This is an optimization exercise on Yosys and OpenROAD, whose aim is small area and a short achievable clock period, not a production implementation.
In this exercise RTL edits were held to simulation tests only and were not proved equivalent to the original.
Power is estimated from default activity; no workload was simulated.

==> flow/design.v (outline; a module is shown in full before it is edited, if it fits) <==
// module vedicmult_16bit: 1602 lines
// module FA: 4 lines
// module XN2: 3 lines
// module OR2: 3 lines
// module X2: 3 lines
// module NR2: 3 lines
module vedicmult_16bit(input [15:0] a, b,
input clk, reset,
output reg [31:0] out);
  // ...
==> flow/flow/run.sh <==
#!/bin/bash
# Own layout flow: the standard ORFS flow (standard.sh) with these changes:
# - input and output port buffers are plain buf_2 cells (the default picks a
#   delay cell); the output ones are cut to buf_1 before detailed placement
#   (flow/pre_detail_place.tcl), as they drive only the pin load;
# - abc's a22oi_2 cells, if any, become a22oi_1 (flow/pre_floorplan.tcl);
# - the timing repair aims at 8.8 ns of setup slack, so that it speeds up the
#   critical path beyond what the 17 ns clock alone asks for.
# The clock period and all constraints are the design's.
set -euo pipefail
export BUFFER_PORTS_ARGS="-buffer_cell sky130_fd_sc_hd__buf_2"
export PRE_FLOORPLAN_TCL="$PWD/flow/pre_floorplan.tcl"
export PRE_DETAIL_PLACE_TCL="$PWD/flow/pre_detail_place.tcl"
export SETUP_SLACK_MARGIN=8.8
bash standard.sh > standard.log 2>&1
==> flow/flow/pre_detail_place.tcl <==
# Output ports drive only the 10 fF pin load and have ample slack: their port
# buffers can be the smallest buffer.
set n 0
foreach inst [[ord::get_db_block] getInsts] {
  set m [[$inst getMaster] getName]
  set name [$inst getName]
  if { $m eq "sky130_fd_sc_hd__buf_2" && [string match "output*" $name] } {
    replace_cell [get_cells $name] sky130_fd_sc_hd__buf_1
    incr n
  }
}
puts "pre_detail_place: resized $n output buffers"
==> flow/flow/pre_floorplan.tcl <==
# Synthesis (abc) maps each Booth selector to an a22oi_2; the _1 cell is the
# same function in less area and easily drives the single gate it feeds.
set swaps {sky130_fd_sc_hd__a22oi_2 sky130_fd_sc_hd__a22oi_1}
set n 0
foreach inst [[ord::get_db_block] getInsts] {
  set m [[$inst getMaster] getName]
  if { [dict exists $swaps $m] } {
    replace_cell [get_cells [$inst getName]] [dict get $swaps $m]
    incr n
  }
}
puts "pre_floorplan: resized $n cells"
==> flow/standard.sh <==
#!/bin/bash
# synth_recipe.tcl (not shown) runs the flow's synth.tcl, then flattens the netlist and writes it again
# the make line also repeats each setting of config.mk as NAME=value (left out here)
make -C /OpenROAD-flow-scripts/flow DESIGN_CONFIG=/design/flow/config.mk WORK_HOME=/design/flow/orfs CLKGATE_MAP_FILE= SYNTH_SCRIPT=/design/flow/synth_recipe.tcl "${@:-finish}"
==> flow/config.mk <==
export PLATFORM = sky130hd
export DESIGN_NAME = vedicmult_16bit
export DESIGN_NICKNAME = vedicmult_16bit
export VERILOG_FILES = /design/flow/design.v
export SDC_FILE = /design/flow/constraint.sdc
export NUM_CORES = 4
export LEC_CHECK = 0
export CAP_MARGIN = 20
export CORE_MARGIN = 2
export CORE_UTILIZATION = 40
export CTS_BUF_LIST = sky130_fd_sc_hd__clkbuf_4
export CTS_CLUSTER_SIZE = 8
export SLEW_MARGIN = 20
export SYNTH_HIERARCHICAL = 1
export SYNTH_MINIMUM_KEEP_SIZE = 0
==> flow/constraint.sdc <==
create_clock -name core_clock -period 17.0 [get_ports {clk}]
set_input_delay 3.4000 -clock core_clock [delete_from_list [all_inputs] [get_ports {clk}]]
set_output_delay 3.4000 -clock core_clock [all_outputs]
set_load 0.01 [all_outputs]
==> impl_metrics.yaml, run 1 <==
status:
  run_status: "timing/DRC/antenna clean"
floorplan:
  start_util_pct: 40.7
power:
  seq_cell_power_mw: 0.121
clocking:
  cts.sinks: 32
run:
  cap_violations: 0
timing:
  hold_viol: 0
  hold-worst-slack_ns: 3.48
  fin_crit_ns: 7.99
  finalSetupTns_ns: 0
finish:
  largest_reg_flops: 32
  multi_input_comb_area_um2: 6420
  largest_class: "multi-input combinational cells"
  n_antenna_cell: 2
  fin_util_pct: 43.4
  comb.multi_input.count: 662
  seq_cells: 32
  inverters_excl_clock: 3
  multi_input_area_share_pct: 82.6
worst_setup_path:
  cp-startpoint: "a[12]"
  cpMostUsedCell: "fa_1"
  critPathKind: "primary input to flop"
synth:
  ys_seq_area_share_pct: 8.80
  synth_ff_type: "dfxtp_1"
grt:
  grt_first_pass_wirelength_um: 31900
  use_met1_pct: 27.1
routing:
  drc: 0
worst_hold_path:
  holdCritStartpoint: "b[0]"
==> inputs of run 2 (changes only) <==
==> flow/flow/run.sh (replaced) <==
#!/bin/bash
# Own layout flow: the standard ORFS flow (standard.sh) with these changes:
# - input and output port buffers are plain buf_2 cells (the default picks a
#   delay cell); the output ones are cut to buf_1 before detailed placement
#   (flow/pre_detail_place.tcl), as they drive only the pin load;
# - abc's a22oi_2 cells, if any, become a22oi_1 (flow/pre_floorplan.tcl).
# The clock period and all constraints are the design's.
set -euo pipefail
export BUFFER_PORTS_ARGS="-buffer_cell sky130_fd_sc_hd__buf_2"
export PRE_FLOORPLAN_TCL="$PWD/flow/pre_floorplan.tcl"
export PRE_DETAIL_PLACE_TCL="$PWD/flow/pre_detail_place.tcl"
bash standard.sh > standard.log 2>&1
==> run 2 against run 1 <==
Effect of this change: cell count is 0.20% lower; critical path depth up 1; core utilization down 0.52 points; synthesized cell count stayed put; first-iteration DRC count decreased by 20%; die area stayed put.
==> impl_metrics.yaml, run 2 <==
run:
  cap_violations: 0
floorplan:
  die_area_um2: 19300
  rows: 49
  core_um2: 17900
  start_util_pct: 40.7
  die_y_um: 139
  chipWidth_um: 139
  io_pins: 66
power:
  combPwrFrac_pct: 88.5
  power_frac_seq_pct: 7.8
  power_frac_clock_pct: 3.7
  powerDensity_nw_per_um2: 201
  swShare_pct: 50.6
  p_leak_nw: 2.70
  vdd_drop_max_uv: 137
  p_sw_mw: 0.782
  p_int_mw: 0.764
clocking:
  cts_resized: 0
  cts_setup_buffers: 0
  cts.sinks: 32
  clock_path_buffers: 2
  clk_pin_slew_ns: 0.10
  cts_made_buffers: 5
  hold_buffers: 0
  cts-root-buf: "clkbuf_4"
  htree_levels: 2
  cts_tree: "built"
synth:
  netlist.area_leader.share_pct: 54.2
  syn_avg_cell_area_um2: 9.55
  synth_top_area_cell: "fa_1"
  yosysWarningCount: 7
  synthTopCellsByCount: "nand2_1, fa_1, clkbuf_1"
  synth_xor_area_share_pct: 8.54
  synth_nets: 993
  yosysMostFrequentCell: "nand2_1"
  synth_top_family_by_area: "adder cells"
  synth_mux_area_share_pct: 0
  syn_area_um2: 7280
  synth_seq_cells: 32
  synth_area_leaders: "fa_1, nand2_1, dfxtp_1"
  synth-simple-area-share_pct: 20.4
  synth.distinct_cells: 35
  synth_adder_area_share_pct: 54.2
  syn_inst: 762
  synth-compound-area-share_pct: 4.49
  synth_ff_type: "dfxtp_1"
  ys_seq_area_share_pct: 8.80
  synth-async-reset-ratio_pct: 0
  synth-edff-count: 0
worst_setup_path:
  endpoint_kind: "flop"
  startpoint_type: "primary input"
  slowest_stage: "fa_1"
  critPathKind: "primary input to flop"
  critical_path_peak_fanout: 16
  crit_required_ns: 17.29
  cpPeakStageDelay_ns: 0.54
  worstPathCellList: "buf_2 -> nand2_1 -> fa_1 -> fa_1 -> fa_1 -> fa_1 -> fa_1 -> fa_1 -> xor2_1 -> a21oi_1 -> o21a_1 -> nor2_1 -> nor3_4 -> o31ai_4 -> a311oi_2 -> o31ai_1 -> xnor2_1 -> nor2b_1"
  cpMostUsedCell: "fa_1"
  arrival_ns: 8.47
place:
  place_congestion: 0.866
  dp.cells: 991
  hpwl_um: 14800
  io_buffers: 65
  dp_slack_ns: 8.45
routing:
  firstDrtPassIters: 4
  post_drt_wl_per_cell_um: 18.8
  detail-route-antenna-nets: 0
  vias: 5223
  drtIter0Drc: 300
  routed_via_density: 5.22
  drc: 0
  drt_wl_total_um: 18800
finish:
  nets: 1000
  layout_common_cells: "nand2_1, fa_1, xnor2_1"
  drive_above_1_share_pct: 6.49
  reg_top3: "out (32)"
  nFillCells: 1739
  fin_cells: 1000
  syn_to_final_growth_pct: 5.57
  regMostFlops: "out"
  final_common_cell: "nand2_1"
  largest_reg_flops: 32
timing:
  hold_viol: 0
  rsz0062_at_grt: "false"
  fmax_ghz: 0.122
  final-setup-viol-count: 0
  period_share_pct: 48.1
  fin_crit_ns: 8.18
  maxSlewViolCount: 0
  finalWorstSetupSlack_ns: 8.82
  finalSetupTns_ns: 0
grt:
  grt_max_degree: 33
  gr-usage-all-layers_pct: 21.0
  grt-ovfl-total: 0
  antenna_found_initial: 1
  grt_first_pass_wirelength_um: 31400
  grt_pass1_vias: 5864
status:
  run_status: "timing/DRC/antenna clean"
worst_hold_path:
  min_path_type: "primary input to flop"
-- run 2: worst max-delay path: cells and delay by family --
kind | cells | cell delay [ns]
adder cells (fa/ha/maj) | 6 | 2.89
buffers and inverters | 1 | 0.34
AND/OR/NAND/NOR | 4 | 0.50
XOR/XNOR | 2 | 0.42
AO/OA/AOI/OAI | 5 | 0.92
-- run 2: final timing paths --
check	slack [ns]	from	endpoint	cells after the start
max	8.82	b[3]	out[31]	18
min	3.55	b[0]	out[0]	2
-- run 2: cell families after synthesis --
kind of cell / Yosys count
fa+ha+maj: 197
simple gates: 351
other cells: 1
xor+xnor: 71
buf+inv: 68
flops: 32
compound gates: 42
-- run 2: metal layers --
metal / vias to the layer above / routed length [um] / global-route usage, %
met5: - / 0 / 0
met4: 0 / 914 / 9.78
met3: 45 / 998 / 2.35
met2: 170 / 9980 / 37.8
met1: 2700 / 6960 / 25.3
li1: 2308 / - / -
-- run 2: Yosys stat by module (local to each module, per instance) --
module / copies in the design / flip-flops and latches
OR2: 16 / 0
XN2: 44 / 0
X2: 27 / 0
vedicmult_16bit: 1 / 32
NR2: 27 / 0
FA: 197 / 0
-- run 2: power groups by stage --
stage,Combinational (mW),Clock [mW],Sequential [mW]
6_report,1.37,0.0572,0.121
5_1_grt,1.56,0.0628,0.124
4_1_cts,1.39,0.0603,0.122
3_5_place_dp,1.38,0,0.124
3_3_place_gp,1.38,0,0.123
2_1_floorplan,1.12,0,0.137
-- run 2: layout make-up --
class / count / area [um^2] / share of cell area, %
diodes: 1 / 2.50 / 0.0326
repair buffers: 65 / 285 / 3.71
well taps: 229 / 287 / 3.73
clock buffers: 5 / 37.5 / 0.489
inverters: 3 / 11.3 / 0.147
flip-flops and latches: 32 / 641 / 8.34
multi-input cells: 662 / 6380 / 83.1
clock inverters: 3 / 37.5 / 0.489
-- run 2: per-stage QoR --
stage | util [%] | area [um^2] | hold slack [ns] | power (mW)
6_report | 42.9 | 7680 | 3.55 | 1.55
5_1_grt | 42.9 | 7680 | 3.54 | 1.74
4_1_cts | 42.9 | 7680 | 3.55 | 1.57
3_5_place_dp | 42.5 | 7610 | 3.78 | 1.51
3_3_place_gp | 42.7 | 7650 | 3.80 | 1.50
2_1_floorplan | - | 7280 | 3.53 | 1.26
==> inputs of run 3 (changes only) <==
==> flow/flow/run.sh (replaced) <==
#!/bin/bash
# Own layout flow: the standard ORFS flow (standard.sh), with the input and
# output port buffers made of plain buf_2 cells (the default picks a delay cell);
# the output buffers are then cut down to buf_1 before detailed placement.
set -euo pipefail
export BUFFER_PORTS_ARGS="-buffer_cell sky130_fd_sc_hd__buf_2"
export PRE_FLOORPLAN_TCL="$PWD/flow/pre_floorplan.tcl"
export PRE_DETAIL_PLACE_TCL="$PWD/flow/pre_detail_place.tcl"
bash standard.sh > standard.log 2>&1
==> run 3 against run 2 <==
Effect of this change: count of clock-buffer cells in the layout did not move; final area did not move; sequential power is essentially flat; clock power hardly changed; die area is the same; cell count is the same; first-iteration DRC count stayed put; setup slack unchanged; critical endpoint unchanged; combinational power is essentially flat; sequential share of layout area did not move.
==> impl_metrics.yaml, run 3 <==
clocking:
  cts.sinks: 32
  cts-root-buf: "clkbuf_4"
  clk_pin_slew_ns: 0.10
  cts_setup_buffers: 0
  hold_buffers: 0
  htree_levels: 2
  cts_resized: 0
  cts_tree: "built"
  clock_path_buffers: 2
  cts_made_buffers: 5
routing:
  routed_via_density: 5.22
  post_drt_wl_per_cell_um: 18.8
  detail-route-antenna-nets: 0
  drc: 0
  firstDrtPassIters: 4
  vias: 5223
  drtIter0Drc: 300
  drt_wl_total_um: 18800
timing:
  final-setup-viol-count: 0
  maxSlewViolCount: 0
  fin_crit_ns: 8.18
  hold_viol: 0
  fmax_ghz: 0.122
  finalWorstSetupSlack_ns: 8.82
  period_share_pct: 48.1
  rsz0062_at_grt: "false"
  finalSetupTns_ns: 0
worst_setup_path:
  worstPathCellList: "buf_2 -> nand2_1 -> fa_1 -> fa_1 -> fa_1 -> fa_1 -> fa_1 -> fa_1 -> xor2_1 -> a21oi_1 -> o21a_1 -> nor2_1 -> nor3_4 -> o31ai_4 -> a311oi_2 -> o31ai_1 -> xnor2_1 -> nor2b_1"
  cp-startpoint: "b[3]"
  cp.buffers_inverters: 1
  slowest_stage: "fa_1"
  crit_family: "adder cells"
  startpoint_type: "primary input"
  cpPeakStageDelay_ns: 0.54
  critPathKind: "primary input to flop"
  arrival_ns: 8.47
  cpMostUsedCell: "fa_1"
  critical_path_peak_fanout: 16
  crit_required_ns: 17.29
  endpoint_kind: "flop"
synth:
  synth_nets: 993
  synth_ff_type: "dfxtp_1"
  syn_inst: 762
  syn_avg_cell_area_um2: 9.55
  synth-edff-count: 0
  netlist.area_leader.share_pct: 54.2
  synth_area_leaders: "fa_1, nand2_1, dfxtp_1"
  yosysWarningCount: 7
  syn_area_um2: 7280
  synthTopCellsByCount: "nand2_1, fa_1, clkbuf_1"
  synth_seq_cells: 32
  ys_seq_area_share_pct: 8.80
  synth_top_area_cell: "fa_1"
  synth-async-reset-ratio_pct: 0
  yosysMostFrequentCell: "nand2_1"
  synth.distinct_cells: 35
floorplan:
  start_util_pct: 40.7
  die_y_um: 139
  die_area_um2: 19300
  io_pins: 66
  chipWidth_um: 139
  rows: 49
  core_um2: 17900
place:
  place_congestion: 0.866
  dp_slack_ns: 8.45
  hpwl_um: 14800
  io_buffers: 65
  placed_cell_area_um2: 7610
power:
  p_leak_nw: 2.70
  vdd_drop_max_uv: 137
  powerDensity_nw_per_um2: 201
worst_hold_path:
  holdCritStartpoint: "b[0]"
  min_path_type: "primary input to flop"
run:
  cap_violations: 0
finish:
  nFillCells: 1739
  reg_top3: "out (32)"
  largest_reg_flops: 32
  seqCellArea_um2: 641
  final_common_cell: "nand2_1"
  nets: 1000
  fin_util_pct: 42.9
  syn_to_final_growth_pct: 5.57
  drive_above_1_share_pct: 6.49
  layout_common_cells: "nand2_1, fa_1, xnor2_1"
  fin_area_um2: 7680
  multi_input_comb_area_um2: 6380
  regMostFlops: "out"
grt:
  grt-ovfl-total: 0
  gr-usage-all-layers_pct: 21.0
  grt_pass1_vias: 5864
  grt_first_pass_wirelength_um: 31400
  grt_max_degree: 33
  antenna_found_initial: 1
status:
  run_status: "timing/DRC/antenna clean"
[run 3: cell counts after synthesis]
No cell type changed its count.
[run 3: power by group]
group / leakage [nW] / internal, mW / switching [mW] / total (mW)
registers: 0.266 / 0.114 / 0.00686 / 0.121
logic: 2.40 / 0.620 / 0.748 / 1.37
clock network: 0.0403 / 0.0300 / 0.0272 / 0.0572
[run 3: cell type report]
type | count | area share [%]
Multi-Input combinational cell | 662 | 83.1
Sequential cell | 32 | 8.34
Tap cell | 229 | 3.73
Timing Repair Buffer | 65 | 3.71
Clock buffer | 5 | 0.489
Clock inverter | 3 | 0.489
Inverter | 3 | 0.147
Antenna cell | 1 | 0.0326
[run 3: worst paths after layout]
check,cells after the start,slack [ns],to
worst max-delay path,18,8.82,out[31]
worst min-delay path,2,3.55,out[0]
[run 3: kinds of logic (layout without fill, tap and decap cells)]
family	after synthesis	after routing	synth area share [%]
other	1	2	0.0515
DFF	32	32	8.80
adders and majority gates	197	197	54.2
and+or+nand+nor	351	351	20.4
xor gates and xnor gates	71	71	8.54
buffers and inverters	68	76	3.51
AOI/OAI and AO/OA	42	42	4.49
[run 3: per-layer routing]
metal | GRT usage [%] | wire, um
met1 | 25.3 | 6960
met2 | 37.8 | 9980
met3 | 2.35 | 998
met4 | 9.78 | 914
met5 | 0 | 0
[run 3: per-module statistics from Yosys (local to each module, per instance)]
module / flops+latches / cells inside / area, um^2 / times used
FA: 0 / 1 / 20.0 / 197
NR2: 0 / 1 / 3.75 / 27
OR2: 0 / 1 / 6.26 / 16
X2: 0 / 1 / 8.76 / 27
XN2: 0 / 1 / 8.76 / 44
vedicmult_16bit: 32 / 451 / 2510 / 1
[run 3: metrics by stage]
step	hold slack, ns	std cells	power [mW]
2_1_floorplan	3.53	762	1.26
3_3_place_gp	3.80	991	1.50
3_5_place_dp	3.78	991	1.51
4_1_cts	3.55	999	1.57
5_1_grt	3.54	1000	1.74
6_report	3.55	1000	1.55
==> inputs of run 4 (changes only) <==
--- a/flow/flow/run.sh
+++ b/flow/flow/run.sh
@@ -6,4 +6,5 @@
 export BUFFER_PORTS_ARGS="-buffer_cell sky130_fd_sc_hd__buf_2"
 export PRE_FLOORPLAN_TCL="$PWD/flow/pre_floorplan.tcl"
 export PRE_DETAIL_PLACE_TCL="$PWD/flow/pre_detail_place.tcl"
+export SETUP_SLACK_MARGIN=8.8
 bash standard.sh > standard.log 2>&1
==> run 4 against run 3 <==
Effect of this change: still clean on timing, DRC and antenna; die area unchanged; final area is 1.2% higher; non-clock buffer count is 1 higher; critical path depth decreased by 1; clock power is 22% lower; cell count up 0.20%; critical path type unchanged.
==> impl_metrics.yaml, run 4 <==
routing:
  drc: 0
  routed_via_density: 5.32
  detail-route-antenna-nets: 0
  firstDrtPassIters: 4
  drt_wl_total_um: 19300
  vias: 5332
  drtIter0Drc: 375
  post_drt_wl_per_cell_um: 19.3
synth:
  syn_area_um2: 7280
  synth_ff_type: "dfxtp_1"
  yosysMostFrequentCell: "nand2_1"
  synth_nets: 993
  synth.distinct_cells: 35
  synthTopCellsByCount: "nand2_1, fa_1, clkbuf_1"
  synth-edff-count: 0
  yosysWarningCount: 7
  netlist.area_leader.share_pct: 54.2
  synth_top_area_cell: "fa_1"
  ys_seq_area_share_pct: 8.80
  syn_inst: 762
  syn_avg_cell_area_um2: 9.55
  synth_seq_cells: 32
  synth_area_leaders: "fa_1, nand2_1, dfxtp_1"
  synth-async-reset-ratio_pct: 0
finish:
  final_common_cell: "nand2_1"
  drive_above_1_share_pct: 7.52
  nets: 1001
  nFillCells: 1776
  reg_top3: "out (32)"
  layout_common_cells: "nand2_1, fa_1, xnor2_1"
  seqCellArea_um2: 641
  multi_input_comb_area_um2: 6420
  regMostFlops: "out"
  largest_reg_flops: 32
  syn_to_final_growth_pct: 6.86
grt:
  grt-ovfl-total: 0
  grt_first_pass_wirelength_um: 31900
  grt_pass1_vias: 5894
  grt_max_degree: 33
  gr-usage-all-layers_pct: 21.4
  antenna_found_initial: 0
worst_setup_path:
  worstPathCellList: "clkbuf_4 -> nand2_1 -> or2_1 -> fa_1 -> fa_1 -> fa_1 -> fa_1 -> fa_1 -> xor2_2 -> and4_2 -> a221o_1 -> a21oi_4 -> o31ai_4 -> a311oi_2 -> o31ai_1 -> xnor2_1 -> nor2b_1"
  crit_family: "adder cells"
  endpoint_kind: "flop"
  cp.buffers_inverters: 1
  arrival_ns: 8.30
  cpMostUsedCell: "fa_1"
  cp-startpoint: "a[12]"
  startpoint_type: "primary input"
  slowest_stage: "fa_1"
  critPathKind: "primary input to flop"
  crit_required_ns: 17.31
  cpPeakStageDelay_ns: 0.56
  critical_path_peak_fanout: 16
clocking:
  htree_levels: 2
  clock_path_buffers: 2
  cts_tree: "built"
  cts.sinks: 32
  clk_pin_slew_ns: 0.10
  cts_made_buffers: 5
  cts-root-buf: "clkbuf_4"
floorplan:
  start_util_pct: 40.7
  io_pins: 66
  die_y_um: 139
  rows: 49
  core_um2: 17900
  die_area_um2: 19300
  chipWidth_um: 139
power:
  p_leak_nw: 2.73
  vdd_drop_max_uv: 147
  powerDensity_nw_per_um2: 203
place:
  io_buffers: 65
  hpwl_um: 15100
  dp_slack_ns: 8.44
  place_congestion: 0.822
run:
  cap_violations: 0
worst_hold_path:
  holdCritStartpoint: "b[0]"
  min_path_type: "primary input to flop"
timing:
  hold_viol: 0
  period_share_pct: 47.0
  maxSlewViolCount: 0
  fmax_ghz: 0.125
  finalSetupTns_ns: 0
  fin_crit_ns: 7.99
  final-setup-viol-count: 0
  finalWorstSetupSlack_ns: 9.01
  rsz0062_at_grt: "false"
status:
  run_status: "timing/DRC/antenna clean"
[run 4: power breakdown]
part	internal, mW	switching, mW
Combinational	0.648	0.764
Sequential	0.114	0.00632
Clock	0.0190	0.0257
Total	0.781	0.796
[run 4: cell families (layout without fill, tap and decap cells)]
family                     Yosys count  after routing  synth area share, %
other                                1              3               0.0515
and+or+nand+nor                    351            351                 20.4
DFF                                 32             32                 8.80
xor gates and xnor gates            71             71                 8.54
adders and majority gates          197            197                 54.2
AOI/OAI and AO/OA                   42             42                 4.49
buffers and inverters               68             77                 3.51
[run 4: final cells by class]
class                      count  share of cell area (%)
multi-input combinational    662                    82.6
sequential                    32                    8.24
timing repair buffer          66                    4.55
tap                          229                    3.68
clock buffer                   7                   0.676
inverter                       3                   0.145
antenna                        2                  0.0644
clock inverter                 1                  0.0483
[run 4: modules after synthesis, one instance, submodules excluded]
module / times used / flops+latches / cells inside / cell area (um^2)
XN2: 44 / 0 / 1 / 8.76
NR2: 27 / 0 / 1 / 3.75
OR2: 16 / 0 / 1 / 6.26
vedicmult_16bit: 1 / 32 / 451 / 2510
X2: 27 / 0 / 1 / 8.76
FA: 197 / 0 / 1 / 20.0
[run 4: layer usage]
layer  up-vias  track usage [%]  part of all wire, %
met5         -                0                    0
met4         0             5.79                  3.2
met3        38             3.38                  6.2
met2       199             38.2                   51
met1      2792             27.1                   39
li1       2303                -                    -
[run 4: stage by stage]
stage / util [%] / power, mW / hold WS [ns] / cells / area (um^2)
2_1_floorplan: - / 1.26 / 3.53 / 762 / 7290
3_3_place_gp: 42.7 / 1.49 / 3.79 / 991 / 7650
3_5_place_dp: 42.5 / 1.49 / 3.79 / 991 / 7610
4_1_cts: 42.8 / 1.54 / 3.51 / 999 / 7660
5_1_grt: 43.4 / 1.77 / 3.45 / 1000 / 7770
6_report: 43.4 / 1.58 / 3.48 / 1002 / 7780
[run 4: repair_timing]
action	CTS	global route
buffers inserted	0	1
hold buffers	0	0
resized for setup	0	37
setup endpoints to repair	0	7
[run 4: worst paths after layout]
check | to | slack (ns) | cells after the start
min | out[0] | 3.48 | 2
max | out[31] | 9.01 | 17
==> inputs of run 5 (changes only) <==
--- a/flow/flow/run.sh
+++ b/flow/flow/run.sh
@@ -6,5 +6,5 @@
 export BUFFER_PORTS_ARGS="-buffer_cell sky130_fd_sc_hd__buf_2"
 export PRE_FLOORPLAN_TCL="$PWD/flow/pre_floorplan.tcl"
 export PRE_DETAIL_PLACE_TCL="$PWD/flow/pre_detail_place.tcl"
-export SETUP_SLACK_MARGIN=8.8
+export SETUP_SLACK_MARGIN=9.1
 bash standard.sh > standard.log 2>&1
==> run 5 against run 4 <==
Effect of this change: worst hold slack lost 0.059 ns; routed wire length shrank 3.7%; flip-flop and latch count is the same; final area grew 4.0%; global-route usage shrank 0.87 points; cell count grew 0.20%; fmax grew 2.6%; combinational power grew 11%.
==> impl_metrics.yaml, run 5 <==
routing:
  routed_via_density: 5.27
  drc: 0
  drt_wl_total_um: 18600
  vias: 5288
  post_drt_wl_per_cell_um: 18.5
  detail-route-antenna-nets: 0
  firstDrtPassIters: 4
  drtIter0Drc: 271
grt:
  grt-ovfl-total: 0
  antenna_found_initial: 0
  grt_pass1_vias: 6008
  grt_max_degree: 33
  grt_first_pass_wirelength_um: 31300
  gr-usage-all-layers_pct: 20.5
synth:
  synth-edff-count: 0
  syn_inst: 762
  synth_ff_type: "dfxtp_1"
  yosysMostFrequentCell: "nand2_1"
  syn_avg_cell_area_um2: 9.55
  synth_top_area_cell: "fa_1"
  netlist.area_leader.share_pct: 54.2
  syn_area_um2: 7280
  synthTopCellsByCount: "nand2_1, fa_1, clkbuf_1"
  synth_area_leaders: "fa_1, nand2_1, dfxtp_1"
  ys_seq_area_share_pct: 8.80
  yosysWarningCount: 7
  synth-async-reset-ratio_pct: 0
  synth.distinct_cells: 35
  synth_nets: 993
  synth_seq_cells: 32
timing:
  hold_viol: 0
  period_share_pct: 45.8
  rsz0062_at_grt: "false"
  finalSetupTns_ns: 0
  fmax_ghz: 0.128
  maxSlewViolCount: 0
  fin_crit_ns: 7.79
  final-setup-viol-count: 0
finish:
  drive_above_1_share_pct: 11.0
  fin_area_um2: 8090
  nets: 1005
  syn_to_final_growth_pct: 11.2
  seqCellArea_um2: 641
  regMostFlops: "out"
  nFillCells: 1739
  layout_common_cells: "nand2_1, fa_1, xnor2_1"
  multi_input_comb_area_um2: 6520
  n_antenna_cell: 0
  largest_reg_flops: 32
  final_common_cell: "nand2_1"
  reg_top3: "out (32)"
worst_setup_path:
  cpPeakStageDelay_ns: 0.60
  cp.buffers_inverters: 1
  worstPathCellList: "buf_4 -> nand2_1 -> fa_1 -> fa_1 -> fa_1 -> fa_1 -> fa_1 -> xor2_2 -> and4_4 -> a221o_1 -> a21oi_4 -> o21ai_2 -> a21o_1 -> a21o_1 -> xnor2_2 -> nor2b_1"
  endpoint_kind: "flop"
  crit_family: "adder cells"
  startpoint_type: "primary input"
  slowest_stage: "fa_1"
  cpMostUsedCell: "fa_1"
  critical_path_peak_fanout: 16
  critPathKind: "primary input to flop"
  arrival_ns: 8.02
  crit_required_ns: 17.24
floorplan:
  core_um2: 17900
  chipWidth_um: 139
  rows: 49
  io_pins: 66
  start_util_pct: 40.7
  die_area_um2: 19300
  die_y_um: 139
clocking:
  clock_path_buffers: 2
  htree_levels: 2
  cts_tree: "built"
  clk_pin_slew_ns: 0.11
  hold_buffers: 0
  cts-root-buf: "clkbuf_4"
  cts.sinks: 32
  cts_made_buffers: 5
power:
  powerDensity_nw_per_um2: 214
  combPwrFrac_pct: 89.8
  p_sw_mw: 0.863
  p_leak_nw: 2.83
  totalPowerFinal_mw: 1.73
  vdd_drop_max_uv: 173
  p_int_mw: 0.871
  power_frac_clock_pct: 3.3
  swShare_pct: 49.8
  power_frac_seq_pct: 7.0
place:
  hpwl_um: 14300
  placed_cell_area_um2: 7660
  io_buffers: 65
  place_congestion: 0.823
run:
  cap_violations: 0
worst_hold_path:
  min_path_type: "primary input to flop"
status:
  run_status: "timing/DRC/antenna clean"
-- run 5: cells by family (layout without fill, tap and decap cells) --
kind of cell,count (synthesis),after routing,synth area share [%]
and+or+nand+nor,351,351,20.4
other,1,1,0.0515
DFF,32,32,8.80
buffers and inverters,68,81,3.51
adders and majority gates,197,197,54.2
AOI/OAI and AO/OA,42,42,4.49
xor gates and xnor gates,71,71,8.54
-- run 5: layout make-up --
type                       count  area share (%)
multi-input combinational    662            80.6
sequential                    32            7.92
timing repair buffer          70            6.88
tap                          229            3.54
clock buffer                   5           0.464
clock inverter                 3           0.464
inverter                       3           0.139
-- run 5: modules after synthesis, one instance, submodules excluded --
module,cell area [um^2],times used
NR2,3.75,27
XN2,8.76,44
X2,8.76,27
FA,20.0,197
vedicmult_16bit,2510,1
OR2,6.26,16
-- run 5: path summary, 6_finish.rpt --
| kind | from | to | slack (ns) | cells past startpoint |
|---|---|---|---|---|
| worst min-delay path | b[0] | out[0] | 3.42 | 2 |
| worst max-delay path | b[10] | out[22] | 9.21 | 16 |
-- run 5: power groups by stage --
stage	Sequential [mW]	Clock [mW]	Combinational, mW
floorplan	0.137	0	1.16
global placement	0.122	0	1.45
detailed placement	0.123	0	1.45
CTS	0.121	0.0584	1.48
global route	0.123	0.0622	1.73
finish	0.121	0.0567	1.56
-- run 5: what timing repair did --
| action | CTS | global route |
|---|---|---|
| pin swaps | 1 | 14 |
| resized for setup | 32 | 64 |
| endpoints found under the setup margin | 8 | 8 |
| buffers inserted | 1 | 4 |
-- run 5: stage by stage --
step,setup slack [ns],std cells,util [%],hold WS (ns)
floorplan,8.98,762,-,3.53
global placement,8.52,991,43.0,3.79
detailed placement,8.54,991,42.8,3.78
CTS,9.10,1000,43.8,3.47
global route,9.07,1004,45.2,3.42
finish,9.21,1004,45.2,3.42
-- run 5: per-layer routing --
layer  global-route usage (%)  share of wire [%]  vias up
li1                         -                  -     2310
met3                     2.42                4.9       42
met2                     36.6                 52      169
met1                     26.0                 40     2767
met5                        0                  0        -
met4                     6.96                3.4        0
==> inputs of run 6 (changes only) <==
--- a/flow/flow/run.sh
+++ b/flow/flow/run.sh
@@ -6,5 +6,5 @@
 export BUFFER_PORTS_ARGS="-buffer_cell sky130_fd_sc_hd__buf_2"
 export PRE_FLOORPLAN_TCL="$PWD/flow/pre_floorplan.tcl"
 export PRE_DETAIL_PLACE_TCL="$PWD/flow/pre_detail_place.tcl"
-export SETUP_SLACK_MARGIN=9.1
+export SETUP_SLACK_MARGIN=8.95
 bash standard.sh > standard.log 2>&1
==> run 6 against run 5 <==
Effect of this change: fmax down 1.3%; still clean; cell count unchanged; final area down 2.1%; sequential power about the same; synthesized cell count unchanged; critical path type unchanged; flip-flop and latch count unchanged.
==> impl_metrics.yaml, run 6 <==
status:
  run_status: "timing/DRC/antenna clean"
synth:
  synth_top_area_cell: "fa_1"
  synth-edff-count: 0
  syn_area_um2: 7280
  synth_ff_type: "dfxtp_1"
  synth-async-reset-ratio_pct: 0
  netlist.area_leader.share_pct: 54.2
  synth_area_leaders: "fa_1, nand2_1, dfxtp_1"
  yosysMostFrequentCell: "nand2_1"
  synth_nets: 993
  synth_seq_cells: 32
  yosysWarningCount: 7
  synth.distinct_cells: 35
  syn_inst: 762
  ys_seq_area_share_pct: 8.80
  syn_avg_cell_area_um2: 9.55
  synthTopCellsByCount: "nand2_1, fa_1, clkbuf_1"
worst_setup_path:
  endpoint_kind: "flop"
  worstPathCellList: "buf_4 -> nand2_1 -> or2_1 -> fa_1 -> fa_1 -> fa_1 -> fa_1 -> fa_1 -> xor2_2 -> and4_2 -> a221o_1 -> a21oi_4 -> o21ai_2 -> a21o_1 -> a21o_1 -> xnor2_1 -> nor2b_1"
  cp.buffers_inverters: 1
  critPathKind: "primary input to flop"
  cpMostUsedCell: "fa_1"
  critical_path_peak_fanout: 16
  startpoint_type: "primary input"
  crit_family: "adder cells"
  slowest_stage: "fa_1"
  crit_required_ns: 17.23
  cpPeakStageDelay_ns: 0.53
  arrival_ns: 8.12
clocking:
  htree_levels: 2
  clock_path_buffers: 2
  hold_buffers: 0
  cts-root-buf: "clkbuf_4"
  cts_made_buffers: 5
  clk_pin_slew_ns: 0.11
  cts.sinks: 32
  cts_tree: "built"
timing:
  rsz0062_at_grt: "false"
  period_share_pct: 46.4
  maxSlewViolCount: 0
  fin_crit_ns: 7.89
  hold_viol: 0
  finalSetupTns_ns: 0
  fmax_ghz: 0.127
  final-setup-viol-count: 0
floorplan:
  start_util_pct: 40.7
  chipWidth_um: 139
  die_y_um: 139
  rows: 49
  core_um2: 17900
  die_area_um2: 19300
  io_pins: 66
power:
  p_leak_nw: 2.78
  powerDensity_nw_per_um2: 217
  vdd_drop_max_uv: 162
routing:
  wl_met3_um: 923
  drc: 0
  drtIter0Drc: 287
  routed_via_density: 5.26
  firstDrtPassIters: 5
  vias: 5284
  dr_wl_met2_um: 10100
  routed.top_layer: "met4"
  post_drt_wl_per_cell_um: 18.9
  drt_wl_total_um: 18900
  detail-route-antenna-nets: 0
  met1Wirelength_um: 7390
grt:
  grt_max_degree: 33
  grt_first_pass_wirelength_um: 31800
  antenna_found_initial: 0
  gr-usage-all-layers_pct: 21.0
  grt_pass1_vias: 6034
  grt-ovfl-total: 0
finish:
  drive_above_1_share_pct: 9.03
  nFillCells: 1772
  n_antenna_cell: 0
  layout_common_cells: "nand2_1, fa_1, xnor2_1"
  syn_to_final_growth_pct: 8.78
  largest_reg_flops: 32
  regMostFlops: "out"
  nets: 1005
  fin_util_pct: 44.2
  reg_top3: "out (32)"
  final_common_cell: "nand2_1"
place:
  hpwl_um: 14100
  io_buffers: 65
  place_congestion: 0.809
worst_hold_path:
  min_path_type: "primary input to flop"
run:
  cap_violations: 0
==> run 6: final timing paths <==
check,startpoint,to,slack (ns),depth (start not counted)
max,a[13],out[22],9.11,17
min,b[0],out[0],3.43,2
==> run 6: per-layer routing <==
| layer | up-vias | GRT usage (%) |
|---|---|---|
| met2 | 157 | 38.0 |
| met4 | 0 | 5.95 |
| met1 | 2786 | 26.6 |
| met5 | - | 0 |
| met3 | 32 | 2.42 |
| li1 | 2309 | - |
==> run 6: what timing repair did <==
item / in CTS / in global routing
resized for setup: 25 / 26
endpoints found under the setup margin: 4 / 5
pin swaps: 1 / 7
setup buffers: 0 / 5
==> run 6: area by class of cell <==
cell class	instances	area, um^2	area share (%)
clock buffers	5	37.5	0.474
well taps	229	287	3.62
repair buffers	70	437	5.52
clock inverters	3	37.5	0.474
multi-input cells	662	6470	81.7
flip-flops and latches	32	641	8.09
inverters	3	11.3	0.142
==> run 6: where the power goes <==
part | switching, mW | total, mW | internal (mW)
clock | 0.0271 | 0.0572 | 0.0300
combinational | 0.821 | 1.54 | 0.715
sequential | 0.00641 | 0.121 | 0.114
==> run 6: kinds of logic after synthesis <==
family / share of synthesized area (%)
fa+ha+maj: 54.2
xor+xnor: 8.54
other cells: 0.0515
flops: 8.80
compound gates: 4.49
buf+inv: 3.51
simple gates: 20.4
==> run 6: per-stage QoR <==
step / cells / total power [mW] / cell area [um^2] / worst slack (ns) / hold WS [ns]
global placement: 991 / 1.55 / 7670 / 8.58 / 3.79
CTS: 999 / 1.62 / 7770 / 8.95 / 3.48
finish: 1004 / 1.71 / 7920 / 9.11 / 3.43
global route: 1004 / 1.90 / 7920 / 8.94 / 3.40
detailed placement: 991 / 1.56 / 7630 / 8.50 / 3.79
floorplan: 762 / 1.29 / 7420 / 8.95 / 3.53
==> run 6: per-module statistics from Yosys (local to each module, per instance) <==
module           flops+latches  times used
NR2                          0          27
X2                           0          27
OR2                          0          16
FA                           0         197
vedicmult_16bit             32           1
XN2                          0          44

==> afterwards: timing with drivers on the ports <==
The flow's constraints put no driver on any port. The routed layouts listed below were extracted and timed again, unchanged, in two steps.
Step 1 (the two cells are an assumption about what drives the block):
set clk [get_ports {clk}]
set_driving_cell -lib_cell sky130_fd_sc_hd__clkbuf_16 $clk
set_driving_cell -lib_cell sky130_fd_sc_hd__buf_2 [delete_from_list [all_inputs] $clk]
Step 2 moves the port delays by t, midway between the first and last clock arrival at a register: inputs arrive t later, outputs are due t later. That takes back most of the time a late clock gives input paths.
Three values: no drivers, after step 1, after step 2; two values: the first two.
| run | t, ns | setup slack, ns | worst register clock-pin slew, ns | worst data-port slew with drivers (ns) | pins driven straight from the clock port |
|---|---|---|---|---|---|
| run 1 | 0.392 | 9.009 / 9.012 / 8.620 | 0.10 / 0.10 | 0.04 | 1 |
| run 2 | 0.375 | 8.818 / 8.829 / 8.454 | 0.10 / 0.10 | 0.04 | 1 |
| run 3 | 0.375 | 8.818 / 8.829 / 8.454 | 0.10 / 0.10 | 0.04 | 1 |
| run 4 | 0.392 | 9.009 / 9.012 / 8.620 | 0.10 / 0.10 | 0.04 | 1 |
| run 5 | 0.354 | 9.213 / 9.208 / 8.854 | 0.11 / 0.11 | 0.06 | 1 |
| run 6 | 0.356 | 9.112 / 9.106 / 8.750 | 0.11 / 0.11 | 0.05 | 1 |
After both steps every run listed still meets setup and hold.
